This is an optimization exercise on Yosys and OpenROAD, whose aim is small area, a short achievable clock period and few clock cycles, not a production implementation.
Function was checked by simulation only, so behaviour that the tests miss may differ from the original.

Setup of old:
// cpu
module cpu (
        input clk, rstn,
        output [31:0] imem_addr,
        input  [31:0] imem_rdata,
        output [31:0] dmem_addr,
        output [31:0] dmem_wdata,
        output        dmem_we,
        input  [31:0] dmem_rdata
    );
clock: 10.0 ns
lec_check: 0
cap_margin: 20
core_margin: 2
core_utilization: 40
cts_buf_list: sky130_fd_sc_hd__clkbuf_16
cts_cluster_diameter: 100
cts_cluster_size: 20
place_density: 0.6
setup_slack_margin: 5
slew_margin: 20
tns_end_percent: 0
standard.sh (not shown) runs the stock make flow with config.mk's settings and CLKGATE_MAP_FILE= SYNTH_SCRIPT=/design/flow/synth_recipe.tcl, a recipe that flattens the netlist after the stock synthesis.
==> flow/flow/run.sh <==
#!/bin/bash
# The standard layout with a deeper setup repair target (repair_timing
# -setup_margin 7) and buf_4 port buffers; make's output goes to flow_std.log.
set -euo pipefail
sed -e "s/SETUP_SLACK_MARGIN=[-0-9.]*/SETUP_SLACK_MARGIN=7/" standard.sh > flow_std.sh
bash flow_std.sh "BUFFER_PORTS_ARGS=-buffer_cell sky130_fd_sc_hd__buf_4" finish > flow_std.log 2>&1
Testbench counts of old, summed over its fixed seeds: cycles 189,519.
> inputs changed (old -> new)
--- a/flow/design.v
+++ b/flow/design.v
@@ -3,22 +3,24 @@
         output [31:0] imem_addr,
         input  [31:0] imem_rdata,
         output [31:0] dmem_addr,
         output [31:0] dmem_wdata,
         output        dmem_we,
         input  [31:0] dmem_rdata
     );
     reg [31:0] pc;
     reg        d_v;
     reg [31:0] d_ir, d_pc;
     reg        d_jal, d_br;    
+    reg [3:0]  d_r1h, d_r2h;   
+    reg [7:0]  d_r1l, d_r2l;   
     reg        d_bt;           
     reg        bt_v;
     reg [11:2] bt_tag, bt_tgt;
     reg [31:0] e_a, e_b, e_c;
     reg [4:0]  e_rd;
     reg        e_kill;      
     reg        e_wr, e_ld, e_st, e_jalr, e_pred;
     reg        e_beq, e_blt, e_bltu;
     reg        e_fa, e_fb, e_fc, e_sub, e_left, e_arith;
     reg        e_rsum, e_rand, e_ror, e_rxor, e_rsh, e_rc;
     reg [4:0]  e_shamt;
@@ -75,24 +77,24 @@
     wire [31:0] link   = pc;
     wire [11:2] seq_lo = d_pc[11:2] + 10'd1;
     wire [12:0] lo_sum = {1'b0, d_pc[11:0]} + {1'b0, imm_b[11:0]};
     wire        bt_ok  = lo_sum[12] & (d_pc[11:2] != 10'h3ff);
     wire        pred   = is_br & d_ir[31];
     reg [31:0] rf1, rf2;
     integer i;
     always @(*) begin
         rf1 = 32'd0;
         rf2 = 32'd0;
         for (i = 1; i < 32; i = i + 1) begin
-            rf1 = rf1 | ({32{rs1 == i}} & rf[i]);
-            rf2 = rf2 | ({32{rs2 == i}} & rf[i]);
+            rf1 = rf1 | ({32{d_r1h[i/8] & d_r1l[i%8]}} & rf[i]);
+            rf2 = rf2 | ({32{d_r2h[i/8] & d_r2l[i%8]}} & rf[i]);
         end
     end
     wire [31:0] r1 = (m_wr && m_rd == rs1) ? w_data : rf1;
     wire [31:0] r2 = (m_wr && m_rd == rs2) ? w_data : rf2;
     wire stall = d_v & e_ld & ~e_kill & ((use1 && e_rd == rs1) || (use2 && e_rd == rs2));
     wire [31:0] a_f = e_fa ? m_y : e_a;
     wire [31:0] b_f = e_fb ? (m_y ^ {32{e_sub}}) : e_b;    
     wire [31:0] c_f = e_fc ? m_y : e_c;                     
     wire [31:0] sum   = add32(a_f, b_f, e_sub);
     wire [32:0] d_ab = add32(e_a, ~e_c, 1'b1);
     wire [32:0] d_yb = add32(m_y, ~e_c, 1'b1);
@@ -136,22 +138,26 @@
             pc <= bt_hit ? {pc[31:12], bt_tgt, 2'b00} : pc + 32'd4;
     end
     always @(posedge clk) begin
         if (!rstn || redir_ex || redir_id)
             d_v <= 1'b0;
         else if (!stall)
             d_v <= 1'b1;
         if (!stall) begin
             d_ir <= imem_rdata;
             d_pc <= pc;
             d_jal <= imem_rdata[6:2] == 5'b11011;
+            d_r1h <= 4'b0001 << imem_rdata[19:18];
+            d_r1l <= 8'b00000001 << imem_rdata[17:15];
+            d_r2h <= 4'b0001 << imem_rdata[24:23];
+            d_r2l <= 8'b00000001 << imem_rdata[22:20];
             d_bt  <= bt_hit;
             d_br  <= imem_rdata[6:2] == 5'b11000;
         end
     end
     wire bt_wr = d_v & ~stall & pred & bt_ok;
     always @(posedge clk) begin
         if (!rstn)
             bt_v <= 1'b0;
         else if (bt_wr)
             bt_v <= 1'b1;
         if (bt_wr) begin
## What came out
- Going from old to new, the cell count after synthesis was found to have gone down by about 1.7%.
- Hold slack across old and new: no real change.
- Against old, flip-flop and latch area in new rose slightly.
- From old to new the numbers moved as follows: data-path buffer share of cell area in the final layout shows a reduction of 1.1 points; count of cell types in the netlist moved down; count of inverters other than clock inverters in the layout fell by about 3.7%; clock buffer instance count of the final layout higher.
- Combined area of all synthesized cells of new exceeds that of old slightly.
- Number of detailed-route iterations in the first pass for new is lower than for old.
Testbench counts of new, summed over its fixed seeds: cycles 189,519.

==> re-timing with driven ports <==
No port has a modelled driver above. Below, the same layouts with a new extraction and two added sets of constraints. Step 1 assumes that a clkbuf_16 drives the clock port and a buf_2 every other input. Step 2 times the ports against the registers' clock, not the clock port: input delays grow and output delays shrink by t, the midpoint of the rising clock arrivals with the driver on. Three values: ideal ports, drivers, drivers and shift; two values: the first two.
run | shift t [ns] | slack for setup (ns) | worst data-port slew with drivers (ns)
old | 0.844 | 6.170 / 6.170 / 5.601 | 0.07
new | 0.824 | 6.076 / 6.076 / 5.657 | 0.10
After both steps setup and hold are still met in every run listed. For old, which loses most, drivers alone change the setup slack by 0.000 ns; drivers and shift together by -0.569 ns.
